This is an optimization exercise on Yosys and OpenROAD, whose aim is small area and a short achievable clock period, not a production implementation. RTL that was checked went through simulation tests only; none was proved equivalent to the original.

== run 1 ==
==> flow/design.v (excerpt) <==
module CPU(
    input clk,
    input reset,
    output [15:0] imem_addr,
    input [15:0] imem_data,
    output rf_we,
    output [3:0] rf_waddr,
    output [15:0] rf_wdata,
    output flag_n,
    output flag_z
);
Size in the first run: about 29000 sq um of cells after synthesis.
export LEC_CHECK = 0
export CAP_MARGIN = 20
export CORE_MARGIN = 2
export CORE_UTILIZATION = 55
export SLEW_MARGIN = 20
create_clock -name core_clock -period 27.0 [get_ports {clk}]
standard.sh (not shown) runs the stock make flow with config.mk's settings and CLKGATE_MAP_FILE= SYNTH_SCRIPT=/design/flow/synth_recipe.tcl, a recipe that flattens the netlist after the stock synthesis.
==> flow/flow/run.sh <==
#!/bin/bash
# Layout flow: the standard flow (standard synthesis included, unchanged),
# with two changes to how the layout is made:
#  - the timing repair is asked for more setup slack than the constraint
#    needs (flow/setup_margin.txt, ns), so that it sizes and buffers the
#    critical paths towards a shorter period;
#  - clock tree synthesis gets the arguments in flow/cts_args.txt.
# The clock period and constraints are the standard flow's own (constraint.sdc).
set -euo pipefail
MARGIN=$(cat flow/setup_margin.txt)
CTS=$(cat flow/cts_args.txt)
bash standard.sh SETUP_SLACK_MARGIN="$MARGIN" CTS_ARGS="$CTS" finish > standard_flow.log 2>&1
==> flow/flow/cts_args.txt <==
-sink_clustering_enable -repair_clock_nets -dont_use_dummy_load -sink_clustering_size 24 -sink_clustering_max_diameter 90
==> flow/flow/setup_margin.txt <==
20.7
Here is what was changed in the inputs of run 2 compared with run 1.
==> flow/flow/setup_margin.txt <==
20.0
Findings:
Changes observed in run 2 relative to run 1: area used by multi-input combinational logic now smaller; global-route wire length before repair moved down; fraction of cell area in non-clock buffers went down; detail-routed net length per standard cell now sits lower; routability congestion estimate went up.
The count of TritonRoute iterations in the first routing pass of run 2 falls short of that of run 1 by 1.
Run 2 has clock skew below what run 1 had.
Compared to run 1, the router laid down less metal wire for run 2.
Inputs modified between run 2 and run 3:
==> flow/flow/setup_margin.txt <==
19.8
==> notes.md <==
- Run 3: full flow OK, the timing, DRC and antenna checks passed
- Diff run 3 and run 2: final worst hold slack lower in run 3
- Run 3 vs. run 2: number of ordinary and repair buffers in the finished layout went down by 30.
- In the metrics for run 3 and run 2, the one carrying the lower area of all placed cells without fillers is run 3.


CPU, a different RTL version from the one above (not shown whole).
Size in the first run: ~430 flip-flops, roughly 57 I/O pins.
make LEC_CHECK=0 CAP_MARGIN=20 CORE_MARGIN=2 CORE_UTILIZATION=40 SLEW_MARGIN=20 finish   # period 27.0 ns
run.sh (not shown) runs the stock make flow with config.mk's settings and CLKGATE_MAP_FILE= SYNTH_SCRIPT=/design/flow/synth_recipe.tcl, a recipe that flattens the netlist after the stock synthesis.
Stock flow here: none of the scripts above is used.
Edit:
==> flow/flow/run.sh (new file) <==
#!/bin/bash
# Layout flow: the standard flow (standard synthesis included, unchanged),
# with the timing repair asked for more setup slack than the constraint needs,
# so that it sizes and buffers the critical paths towards a shorter period.
# The clock period and constraints are the standard flow's own (constraint.sdc).
set -euo pipefail
MARGIN=$(cat flow/setup_margin.txt)
bash standard.sh SETUP_SLACK_MARGIN=$MARGIN finish > standard_flow.log 2>&1
==> flow/flow/setup_margin.txt (new file) <==
19.5
==> flow/standard.sh (new file) <==
#!/bin/bash
# synth_recipe.tcl (not shown) runs the flow's synth.tcl, then flattens the netlist and writes it again
# the make line also repeats each setting of config.mk as NAME=value (left out here)
make -C /OpenROAD-flow-scripts/flow DESIGN_CONFIG=/design/flow/config.mk WORK_HOME=/design/flow/orfs CLKGATE_MAP_FILE= SYNTH_SCRIPT=/design/flow/synth_recipe.tcl "${@:-finish}"
--- a/flow/config.mk
+++ b/flow/config.mk
@@ -10 +10 @@
-export CORE_UTILIZATION = 40
+export CORE_UTILIZATION = 55
removed: flow/run.sh
The changed run went through all stages and came out clean.
Count of clock-buffer cells in the layout climbs by 1.
Fmax is higher by about 21%.
Synthesized cell count is unchanged.
Design area increases by about 1%.
Via count came out higher by about 1.5%.
First-iteration DRC count fell by about 14%.
Clock skew decreases by 0.017 ns.
Area after synthesis does not change.
Worst hold slack barely changes.


run A:
Another version of the RTL of CPU (not shown whole).
Size: ~2800 cells after synthesis, roughly 57 I/O pins, roughly 29000 µm² of cells after synthesis.
## CPU
module CPU(
    input clk,
    input reset,
    output [15:0] imem_addr,
    input [15:0] imem_data,
    output rf_we,
    output [3:0] rf_waddr,
    output [15:0] rf_wdata,
    output flag_n,
    output flag_z
);
    reg [15:0] pc;
    wire [15:0] ir;
    wire [15:0] A, B, X;
    wire [15:0] nB = ~B;
    wire [15:0] nb3 = ~(B + {B[14:0], 1'b0});  
    wire [15:0] x_d, x_e, ra_d, ra_e, result;
    wire [3:0] d_d, d_e;
    wire is_div_d, is_jmp_d, is_cmp_d, is_div_e, is_jmp_e, is_cmp_e;
    wire [5:0] q_d;
    wire [10:0] q_e;
    wire [15:0] b3_d, b3_e;
    reg [15:0] result_reg;              
    reg [15:0] result_wb;               
    reg [3:0] write_addr_wb;
    reg write_enable;
    reg N_reg, Z_reg;
    assign imem_addr = pc;
    assign rf_we = write_enable;
    assign rf_waddr = write_addr_wb;
    assign rf_wdata = result_reg;
    assign flag_n = N_reg;
    assign flag_z = Z_reg;
    Fetch fetch(.clk(clk), .reset(reset), .imem_data(imem_data), .instruction(ir));
    RegisterFile rf(.clk(clk), .reset(reset), .write_enable(write_enable),
  ...
==> flow/config.mk <==
export PLATFORM = sky130hd
export DESIGN_NAME = CPU
export DESIGN_NICKNAME = CPU
export VERILOG_FILES = /design/flow/design.v
export SDC_FILE = /design/flow/constraint.sdc
export NUM_CORES = 4
export LEC_CHECK = 0
export CAP_MARGIN = 20
export CORE_MARGIN = 2
export CORE_UTILIZATION = 70
export SLEW_MARGIN = 20
==> flow/constraint.sdc <==
create_clock -name core_clock -period 27.0 [get_ports {clk}]
set_input_delay 5.4000 -clock core_clock [delete_from_list [all_inputs] [get_ports {clk}]]
set_output_delay 5.4000 -clock core_clock [all_outputs]
set_load 0.01 [all_outputs]
standard.sh (not shown) runs the stock make flow with config.mk's settings and CLKGATE_MAP_FILE= SYNTH_SCRIPT=/design/flow/synth_recipe.tcl, a recipe that flattens the netlist after the stock synthesis.
==> flow/flow/run.sh <==
#!/bin/bash
# Layout flow: the standard flow (standard synthesis included, unchanged),
# with two changes to how the layout is made:
#  - the timing repair is asked for more setup slack than the constraint
#    needs (flow/setup_margin.txt, ns), so that it sizes and buffers the
#    critical paths towards a shorter period;
#  - clock tree synthesis gets the arguments in flow/cts_args.txt.
# The clock period and constraints are the standard flow's own (constraint.sdc).
set -euo pipefail
MARGIN=$(cat flow/setup_margin.txt)
CTS=$(cat flow/cts_args.txt)
bash standard.sh SETUP_SLACK_MARGIN="$MARGIN" CTS_ARGS="$CTS" finish > standard_flow.log 2>&1
==> flow/flow/setup_margin.txt <==
19.8
Scripts as last shown in full above: flow/flow/cts_args.txt
Run A ended with every stage complete and zero timing, DRC or antenna violations.
diff inputs: run A => run B
- CORE_UTILIZATION: 70 -> 55
Going from run A to run B, cell area now larger, final cell count shows an increase of 198. Diff run A -> run B | number of antenna violations at the first check in global routing | increase of 4. | total via count in the routed design | run B vs run A | 744 lower |. [run B] synthesis-to-layout area growth rose 2.0 points relative to run A. Run comparison: run B timing startpoint of the critical path write_addr_wb[0]; run A timing startpoint of the critical path write_addr_wb[1]. The routed wire length on met3 of run B falls short of that of run A by 30%.
#### Input delta (run C over run B)
- SLEW_MARGIN: 20 -> 10
- CAP_MARGIN: 20 -> 10
==> flow/flow/cts_args.txt <==
-sink_clustering_enable -repair_clock_nets -dont_use_dummy_load -sink_clustering_size 30 -sink_clustering_max_diameter 100
When the final numbers for run C and run B were put side by side, the sequential share of cell area turned out to be greater in run C. Fraction of the yosys area taken by sequential cells: run C vs run B identical. Going from run B to run C, the antenna diode count was found to have gone up by 2. Wire length ended up 440 µm lower on run C than on run B. In the tables for run C and run B, clock period minus worst slack reads lower with run B. On worst-case headroom to the max-slew limit: run C sits below run B. The maximum frequency reported for run C is smaller than that of run B by about 0.55%. [diff] worst hold slack, run C relative to run B: improvement. The cell count of the worst reg-to-reg path of run C falls short of that of run B by 3. Relative to run B, the clock buffer count in the final layout of run C is lower by 19%. Against run B, run C comes in 30 ps lower on clock latency on the worst-skew pair.


CPU with an RTL version that a note above also has.
Size in the first run: about 2900 cells after synthesis, ~450 flip-flops, about 0.029 mm^2 of cells after synthesis.
export LEC_CHECK = 0
export CAP_MARGIN = 20
export CORE_MARGIN = 2
export CORE_UTILIZATION = 55
export SLEW_MARGIN = 20
create_clock -name core_clock -period 27.0 [get_ports {clk}]
==> flow/flow/cts_args.txt <==
-sink_clustering_enable -repair_clock_nets -dont_use_dummy_load -sink_clustering_size 24 -sink_clustering_max_diameter 90
==> flow/flow/setup_margin.txt <==
20.2
Scripts as last shown in full above: flow/flow/run.sh
The first run went through all stages and came out clean.
Edit:
==> flow/flow/setup_margin.txt (replaced) <==
19.8
Settings changed: CORE_UTILIZATION 55 to 65.
What happened:
- first-iteration DRC count went up by a few percent
- setup slack got worse by 420 ps
- routed wire length went down by a few percent
Edit:
==> flow/flow/setup_margin.txt (replaced) <==
20.45
Settings changed: CORE_UTILIZATION 65 to 55.
Routed wire length rises by about 7.5%.
Cell area goes up by about 4.3%.


lane 2:
CPU, a different RTL version from the one above (not shown whole).
Size: ~2900 cells after synthesis, about 430 flip-flops, roughly 0.029 mm² of cells after synthesis.
==> flow/design.v (excerpt) <==
module CPU(
    input clk,
    input reset,
    output [15:0] imem_addr,
    input [15:0] imem_data,
    output rf_we,
    output [3:0] rf_waddr,
    output [15:0] rf_wdata,
    output flag_n,
    output flag_z
);
    reg [15:0] pc;
    wire [15:0] ir;
    wire [15:0] A, B, X;
    wire [15:0] b3 = B + {B[14:0], 1'b0};      
    wire [15:0] x_d, x_e, ra_d, ra_e, result;
    wire [3:0] d_d, d_e;
    wire is_div_d, is_jmp_d, is_cmp_d, is_div_e, is_jmp_e, is_cmp_e;
    wire [5:0] q_d;
    wire [10:0] q_e;
    wire [15:0] b3_d, b3_e;
    reg [15:0] result_reg;
    reg [3:0] write_addr_wb;
    reg write_enable;
    reg N_reg, Z_reg;
    assign imem_addr = pc;
    assign rf_we = write_enable;
    assign rf_waddr = write_addr_wb;
    assign rf_wdata = result_reg;
    assign flag_n = N_reg;
    assign flag_z = Z_reg;
    Fetch fetch(.clk(clk), .reset(reset), .imem_data(imem_data), .instruction(ir));
    RegisterFile rf(.clk(clk), .reset(reset), .write_enable(~is_jmp_e),
                    .next_read_addr1(imem_data[11:8]), .next_read_addr2(imem_data[7:4]),
                    .write_addr(d_e), .write_data(result),
                    .read_data1(A), .read_data2(B));
    ALU alu(.A(A), .B(B), .opcode(ir[15:12]), .imm(ir[11:0]), .X(X));
    wire [1:0] s1_0_r;
    wire [1:0] s1_0_q;
  ...
export LEC_CHECK = 0
export CAP_MARGIN = 20
export CORE_MARGIN = 2
export CORE_UTILIZATION = 60
export CTS_BUF_LIST = sky130_fd_sc_hd__clkbuf_4 sky130_fd_sc_hd__clkbuf_8
export SLEW_MARGIN = 20
create_clock -name core_clock -period 27.0 [get_ports {clk}]
run.sh (not shown) runs the stock make flow with config.mk's settings and CLKGATE_MAP_FILE= SYNTH_SCRIPT=/design/flow/synth_recipe.tcl, a recipe that flattens the netlist after the stock synthesis.
Stock flow here: none of the scripts above is used.
Lane 2: no failed stages, no open violations at the end
--- input diff lane 2..lane 5 ---
- CORE_UTILIZATION now 40, was 60
- CTS_BUF_LIST no longer set, was sky130_fd_sc_hd__clkbuf_4 sky130_fd_sc_hd__clkbuf_8
--- outcome ---
- A endpoint of the worst setup timing path of rf.registers[4][0] is what lane 5 shows, while se.ra[15] belongs to lane 2.
- NOTE: routed wire length in lane 5 exceeds that of lane 2
- Total of plain and repair buffers excluding clock buffers sits lower in lane 5 than in lane 2.
- Lane 5 vs lane 2: core utilization down
- Per the comparison of lane 5 with lane 2, share of the cycle needed by the critical path after routing went up 1.2 points, fill cell total of the finished layout increased by 2966 relative to the old numbers, HPWL after detailed placement now larger, worst-case setup margin in the final layout now smaller.
- Number of clock buffers in the layout, lane 5 and lane 2: higher on lane 2
No run of this note included a check of the RTL's function; only the layout flow was run.

[static timing again, ports no longer ideal]
The flow's constraints put no driver on any port. The routed layouts listed below were extracted and timed again, unchanged, in two steps. Step 1 assumes that a clkbuf_16 drives the clock port and a buf_2 every other input. Step 2 moves the port delays by t, midway between the first and last clock arrival at a register: inputs arrive t later, outputs are due t later. That takes back most of the time a late clock gives input paths. Slacks: ideal ports / drivers / drivers and shift; pairs: ideal ports / drivers.
| run | t (ns) | setup slack, ns | latest minus earliest clock arrival (ns) | worst data-port slew with drivers (ns) |
|---|---|---|---|---|
| run 1 | 0.649 | 20.374 / 20.305 / 20.053 | 0.092 / 0.092 | 0.13 |
| run 2 | 0.622 | 20.020 / 19.957 / 19.453 | 0.082 / 0.082 | 0.12 |
| run 3 | 0.619 | 19.915 / 19.853 / 19.258 | 0.079 / 0.079 | 0.12 |
| the first run of note 2 | 0.661 | 17.939 / 17.939 / 17.939 | 0.041 / 0.041 | 0.04 |
| the second run of note 2 | 0.645 | 19.536 / 19.473 / 19.360 | 0.023 / 0.023 | 0.04 |
| run A | 0.625 | 19.884 / 19.822 / 19.431 | 0.079 / 0.079 | 0.03 |
| run B | 0.624 | 19.905 / 19.841 / 19.439 | 0.120 / 0.120 | 0.03 |
| run C | 0.610 | 19.866 / 19.806 / 19.419 | 0.077 / 0.076 | 0.03 |
| the first run of note 4 | 0.645 | 20.237 / 20.194 / 19.549 | 0.108 / 0.109 | 0.11 |
| the second run of note 4 | 0.627 | 19.814 / 19.753 / 19.347 | 0.096 / 0.096 | 0.11 |
| the third run of note 4 | 0.625 | 20.429 / 20.365 / 19.925 | 0.081 / 0.081 | 0.10 |
| lane 2 | 0.726 | 18.295 / 18.295 / 18.295 | 0.059 / 0.059 | 0.03 |
| lane 5 | 0.637 | 17.963 / 17.963 / 17.963 | 0.030 / 0.030 | 0.04 |
After both steps setup and hold are still met in every run listed. The setup slack of the first run of note 4, which loses most, moves by -0.043 ns with the drivers and by -0.688 ns with both steps.
